This design comes from an exercise in tuning for small area, a short achievable clock period and few clock cycles per item on the open sky130 flow, not from production work. In this exercise RTL edits were held to simulation tests only and were not proved equivalent to the original. Power and IR drop assume default switching activity.

## dot
module dot(input logic clk, input logic rst_n,
          output logic slave_waitrequest,
          input logic [3:0] slave_address,
          input logic slave_read, output logic [31:0] slave_readdata,
          input logic slave_write, input logic [31:0] slave_writedata,
          input logic master_waitrequest,
          output logic [31:0] master_address,
          output logic master_read, input logic [31:0] master_readdata, input logic master_readdatavalid,
          output logic master_write, output logic [31:0] master_writedata);
export LEC_CHECK = 0
export ABC_AREA = 1
export CAP_MARGIN = 20
export CORE_MARGIN = 2
export CORE_UTILIZATION = 55
export CTS_CLUSTER_DIAMETER = 70
export CTS_CLUSTER_SIZE = 22
export PLACE_DENSITY = 0.7
export SLEW_MARGIN = 20
export SYNTH_HIERARCHICAL = 1
export SYNTH_MINIMUM_KEEP_SIZE = 0
create_clock -name core_clock -period 11.0 [get_ports {clk}]
standard.sh (not shown) runs the stock make flow with config.mk's settings and CLKGATE_MAP_FILE= SYNTH_SCRIPT=/design/flow/synth_recipe.tcl, a recipe that flattens the netlist after the stock synthesis.
==> flow/flow/run.sh <==
#!/bin/bash
export SETUP_SLACK_MARGIN=7
bash standard.sh > standard.log 2>&1
The baseline completed with no timing, DRC or antenna violations.
Testbench counts at the start, summed over its fixed seeds: cycles 91,778, items 45,420.
Rerun with:
==> flow/flow/run.sh (replaced) <==
#!/bin/bash
export SETUP_SLACK_MARGIN=7.3
bash standard.sh > standard.log 2>&1
--- a/flow/config.mk
+++ b/flow/config.mk
@@ -8,2 +8 @@
-export ABC_AREA = 1
-export CAP_MARGIN = 20
+export CAP_MARGIN = 50
@@ -11,5 +10,3 @@
-export CORE_UTILIZATION = 55
-export CTS_CLUSTER_DIAMETER = 70
-export CTS_CLUSTER_SIZE = 22
-export PLACE_DENSITY = 0.7
-export SLEW_MARGIN = 20
+export CORE_UTILIZATION = 40
+export PLACE_DENSITY = 0.6
+export SLEW_MARGIN = 75
Effect: Die area increases by 36%; first-iteration DRC count decreases by 24%; hold slack got worse by 0.0045 ns; global-route usage decreases by 11 points.
Rerun with:
==> flow/run.sh (new file) <==
#!/bin/bash
# synth_recipe.tcl (not shown) runs the flow's synth.tcl, then flattens the netlist and writes it again
# the make line also repeats each setting of config.mk as NAME=value (left out here)
make -C /OpenROAD-flow-scripts/flow DESIGN_CONFIG=/design/flow/config.mk WORK_HOME=/design/flow/orfs CLKGATE_MAP_FILE= SYNTH_SCRIPT=/design/flow/synth_recipe.tcl finish
removed: flow/flow/run.sh
removed: flow/standard.sh
After rerunning:
- The changed run finished clean
- utilization went down by 2.4 points
- die area is unchanged
- total power fell by a few percent
- area after synthesis does not change
- final area shrinks by a few percent
- sequential share of layout area rose by 0.83 points
- setup slack gets worse by 0.36 ns
- sequential power drops by a few percent
- wire length went down by a few percent
Rerun with:
==> flow/flow/run.sh (new file) <==
#!/bin/bash
export SETUP_SLACK_MARGIN=7
bash standard.sh > standard.log 2>&1
==> flow/standard.sh (new file) <==
#!/bin/bash
# synth_recipe.tcl (not shown) runs the flow's synth.tcl, then flattens the netlist and writes it again
# the make line also repeats each setting of config.mk as NAME=value (left out here)
make -C /OpenROAD-flow-scripts/flow DESIGN_CONFIG=/design/flow/config.mk WORK_HOME=/design/flow/orfs CLKGATE_MAP_FILE= SYNTH_SCRIPT=/design/flow/synth_recipe.tcl "${@:-finish}"
--- a/flow/config.mk
+++ b/flow/config.mk
@@ -8 +8 @@
-export CAP_MARGIN = 50
+export CAP_MARGIN = 20
@@ -10,3 +10,6 @@
-export CORE_UTILIZATION = 40
-export PLACE_DENSITY = 0.6
-export SLEW_MARGIN = 75
+export CORE_UTILIZATION = 55
+export CTS_BUF_LIST = sky130_fd_sc_hd__clkbuf_8 sky130_fd_sc_hd__clkbuf_16
+export CTS_CLUSTER_DIAMETER = 70
+export CTS_CLUSTER_SIZE = 22
+export PLACE_DENSITY = 0.7
+export SLEW_MARGIN = 20
removed: flow/run.sh
After rerunning: Synthesized area is unchanged; power shrinks by a few percent; count of clock-buffer cells in the layout shrinks by 23; die area shrinks by a quarter to a third; maximum frequency grows by a few percent; design area shrinks by a few percent; register-to-register slack gets better by 0.26 ns; routed wire length shrinks slightly; cell count shrinks by roughly a tenth.
Rerun with:
==> flow/flow/run.sh (replaced) <==
#!/bin/bash
export SETUP_SLACK_MARGIN=7.2
bash standard.sh > standard.log 2>&1
--- a/flow/config.mk
+++ b/flow/config.mk
@@ -11,3 +10,0 @@
-export CTS_BUF_LIST = sky130_fd_sc_hd__clkbuf_8 sky130_fd_sc_hd__clkbuf_16
-export CTS_CLUSTER_DIAMETER = 70
-export CTS_CLUSTER_SIZE = 22
Via count came out higher by 3.5%.
Clock power came out higher by 30%.
Non-clock buffer count came out higher by 42.
Routed wire length came out higher by 4.9%.
Combinational power came out higher by 6.2%.
Final area came out higher by 4.8%.
Synthesized area does not change.
Fmax came out higher by 4.6%.
Setup slack gains 0.18 ns.
Rerun with:
--- a/flow/config.mk
+++ b/flow/config.mk
@@ -8 +8 @@
-export CAP_MARGIN = 20
+export CAP_MARGIN = 50
@@ -12 +12 @@
-export SLEW_MARGIN = 20
+export SLEW_MARGIN = 75
Cell count rose by 2.0%.
Non-clock buffer count rose by 64.
Register-to-register slack loses 0.11 ns.
Die area is unchanged.
Power rose by 0.62%.
Clock skew rose by 0.0042 ns.
Setup slack loses 0.11 ns.
First-iteration DRC count fell by 2.2%.
Area after synthesis does not change.

========
build 27:
Starting RTL as in the previous note.
==> flow/config.mk <==
export PLATFORM = sky130hd
export DESIGN_NAME = dot
export DESIGN_NICKNAME = dot
export VERILOG_FILES = /design/flow/design.v
export SDC_FILE = /design/flow/constraint.sdc
export NUM_CORES = 4
export LEC_CHECK = 0
export CAP_MARGIN = 20
export CORE_MARGIN = 2
export CORE_UTILIZATION = 65
export CTS_CLUSTER_DIAMETER = 70
export CTS_CLUSTER_SIZE = 22
export PLACE_DENSITY = 0.8
export SLEW_MARGIN = 20
export SYNTH_HIERARCHICAL = 1
export SYNTH_MINIMUM_KEEP_SIZE = 0
==> flow/constraint.sdc <==
create_clock -name core_clock -period 11.0 [get_ports {clk}]
set_input_delay 2.2000 -clock core_clock [delete_from_list [all_inputs] [get_ports {clk}]]
set_output_delay 2.2000 -clock core_clock [all_outputs]
set_load 0.01 [all_outputs]
==> flow/flow/run.sh <==
#!/bin/bash
export SETUP_SLACK_MARGIN=7
bash standard.sh > standard.log 2>&1
Build 27: full flow OK, the timing, DRC and antenna checks passed
Testbench counts of build 27, summed over its fixed seeds: cycles 91,778, items 45,420.
What build 3 does differently from build 27 at the input level:
- a deleted CTS_CLUSTER_SIZE that had been 22
- a change of CORE_UTILIZATION from 65 to 55
- a change of PLACE_DENSITY from 0.8 to 0.7
- a deleted CTS_CLUSTER_DIAMETER that had been 70
- Clock period minus worst slack is lower on build 3
- Build 27 → build 3: number of well-tap cells placed +about 16%; design area up 1.2%; share of power burned in combinational logic saw a decrease; post-DP HPWL higher; overall power after layout increased 4.9%.
The following lists how build 2 was set up differently from build 3:
- CTS_CLUSTER_DIAMETER newly set to 60
- CTS_CLUSTER_SIZE newly set to 28
Critical-path maximum fanout (lower): build 2. In the flow results for build 2 and build 3, the utilization is smaller on build 2. Clock-pin transition on the worst setup and hold timing paths: build 2 and build 3 compared, lower one is build 3. Global placement routability congestion came out exactly the same in build 2 and build 3. [build 2 vs build 3] switching part of the total power: higher in build 2. Compared with build 3, build 2 is the less power-hungry design. Build 2: relative contribution of the clock network to total power 1.5 points below build 3. Build 2 vs build 3 — actual slew at the worst max-slew pin dropped 0.0091 ns.
The inputs of build 60 differ from those of build 2 as listed below.
- CTS_CLUSTER_SIZE removed (was 28)
- SLEW_MARGIN changed from 20 to 75
- PLACE_DENSITY changed from 0.7 to 0.6
- CORE_UTILIZATION changed from 55 to 40
- CTS_CLUSTER_DIAMETER removed (was 60)
- CAP_MARGIN changed from 20 to 50
--- a/flow/flow/run.sh
+++ b/flow/flow/run.sh
@@ -2 +2 @@
-export SETUP_SLACK_MARGIN=7
+export SETUP_SLACK_MARGIN=6.5
## What came out
From build 2 to build 60 the numbers moved as follows: unique cell type count in the Yosys netlist essentially unchanged, critical path depth moved up, worst setup slack moved down, peak per-stage delay on the critical path lost 0.06 ns, first-iteration DRC count has decreased.
### build 60 -> build 50
- PLACE_DENSITY: 0.6 -> 0.7
- CORE_UTILIZATION: 40 -> 55
==> flow/flow/run.sh <==
#!/bin/bash
export SETUP_SLACK_MARGIN=7
bash standard.sh > standard.log 2>&1
- | internal power summed over all cells | build 50 vs build 60 | 95 µW higher |
- Register area essentially unchanged between build 50 and build 60.
- Build 50 vs. build 60: HPWL after detailed placement now smaller, utilization after layout now larger, part of the total power dissipated in sequential elements now smaller.
- [compare] base=build 60 new=build 50: area of the core region saw a decrease, sequential share of layout area held steady, global-route total usage across every layer climbed 9.9 points.
## Diff of input files: build 49 against build 50
- PLACE_DENSITY: 0.7 -> 0.6
- CORE_UTILIZATION: 55 -> 40
==> run summary <==
Delta (build 49 minus build 50): number of placement rows has increased, total power after layout higher, minimum period implied by the final worst setup slack dropped 0.027 ns. Diff build 50..build 49 | H-tree depth reported by CTS | unchanged. Reported for build 50 and build 49, number of flops mapped to enable cells by yosys turned out identical to the last digit. Build 49 did not stop at any stage, and its layout met the timing, DRC and antenna checks. Placeable core region: build 50 and build 49 compared, higher one is build 49. Build 49 ends up with higher relative contribution of the clock network to total power than build 50 does. In the flow results for build 50 and build 49, the routed wire length is larger on build 49. Build 49: final standard cell area without fillers 660 µm² above build 50.

========
Another version of the RTL of dot (not shown whole).
Size in the first run: ~2700 cells after synthesis, ~170 I/O pins.
clock: 11.0 ns
lec_check: 0
cap_margin: 50
core_margin: 2
core_utilization: 40
place_density: 0.6
slew_margin: 75
synth_hierarchical: 1
synth_minimum_keep_size: 0
run.sh (not shown) runs the stock make flow with config.mk's settings and CLKGATE_MAP_FILE= SYNTH_SCRIPT=/design/flow/synth_recipe.tcl, a recipe that flattens the netlist after the stock synthesis.
Stock flow here: none of the scripts above is used.
Testbench counts at the start, summed over its fixed seeds: cycles 91,785, items 45,420.
==> next run, changes <==
==> flow/flow/run.sh (new file) <==
#!/bin/bash
export SETUP_SLACK_MARGIN=8
bash standard.sh > standard.log 2>&1
==> flow/standard.sh (new file) <==
#!/bin/bash
# synth_recipe.tcl (not shown) runs the flow's synth.tcl, then flattens the netlist and writes it again
# the make line also repeats each setting of config.mk as NAME=value (left out here)
make -C /OpenROAD-flow-scripts/flow DESIGN_CONFIG=/design/flow/config.mk WORK_HOME=/design/flow/orfs CLKGATE_MAP_FILE= SYNTH_SCRIPT=/design/flow/synth_recipe.tcl "${@:-finish}"
removed: flow/run.sh
The changed run completed with no timing, DRC or antenna violations.
Total power went up by 17%.
Count of clock-buffer cells in the layout went down by 6.
Design area went up by about 18%.
Sequential share of layout area went down by 2.9 points.
Maximum frequency went up by about 7%.
Wire length went up by 14%.
Sequential power stays flat.
Critical path depth stays the same.
Clock skew went up by 0.012 ns.
Via count went up by about 8%.
==> next run, changes <==
==> flow/run.sh (new file) <==
#!/bin/bash
# synth_recipe.tcl (not shown) runs the flow's synth.tcl, then flattens the netlist and writes it again
# the make line also repeats each setting of config.mk as NAME=value (left out here)
make -C /OpenROAD-flow-scripts/flow DESIGN_CONFIG=/design/flow/config.mk WORK_HOME=/design/flow/orfs CLKGATE_MAP_FILE= SYNTH_SCRIPT=/design/flow/synth_recipe.tcl finish
--- a/flow/config.mk
+++ b/flow/config.mk
@@ -7,3 +7,3 @@
 export LEC_CHECK = 0
-export CAP_MARGIN = 50
+export CAP_MARGIN = 20
 export CORE_MARGIN = 2
@@ -11,3 +11,3 @@
 export PLACE_DENSITY = 0.6
-export SLEW_MARGIN = 75
+export SLEW_MARGIN = 20
 export SYNTH_HIERARCHICAL = 1
removed: flow/flow/run.sh
removed: flow/standard.sh
After rerunning: Worst hold slack degrades by 0.0064 ns; area after synthesis does not change; global-route usage came out lower by 2.8 points; non-clock buffer count goes down by 342; wire length shrinks by 13%; maximum frequency is lower by 12%; cell count decreases by 8.9%.

-- what the ideal ports hide --
No port has a modelled driver above. Below, the same layouts with a new extraction and two added sets of constraints.
Step 1 sets driving cells, clkbuf_16 on the clock port and buf_2 on the other inputs (assumed; they add their load-dependent delay and slew).
Step 2 adds t to the input delays and takes it off the output delays; t is the mean of the earliest and latest rising clock arrival at the registers after step 1. Input paths then give back, and output paths get back, about the clock's delay inside the block.
Three values: ideal ports, drivers, drivers and shift; two values: the first two.
run	t (ns)	setup WS [ns]	worst setup path after step 2
the first run of note 1	0.653	6.844 / 6.844 / 6.580	input to register
the second run of note 1	0.631	7.085 / 7.085 / 6.688	input to register
the third run of note 1	0.629	6.721 / 6.721 / 6.363	input to register
the fourth run of note 1	0.623	6.980 / 6.934 / 6.421	input to register
the fifth run of note 1	0.617	7.158 / 7.133 / 6.632	input to register
the sixth run of note 1	0.622	7.051 / 7.051 / 6.637	input to register
build 27	0.605	6.937 / 6.937 / 6.374	input to register
build 3	0.611	6.972 / 6.949 / 6.425	input to register
build 2	0.670	6.939 / 6.882 / 6.428	input to register
build 60	0.629	6.721 / 6.721 / 6.363	input to register
build 50	0.614	6.967 / 6.955 / 6.531	input to register
build 49	0.623	6.993 / 6.967 / 6.528	input to register
the first run of note 3	0.625	6.697 / 6.697 / 6.399	input to register
the second run of note 3	0.665	6.972 / 6.972 / 6.972	register to register
the third run of note 3	0.637	6.417 / 6.456 / 5.818	input to register
After both steps every run listed still meets setup and hold. For the third run of note 3, which loses most, drivers alone change the setup slack by +0.039 ns; drivers and shift together by -0.599 ns.
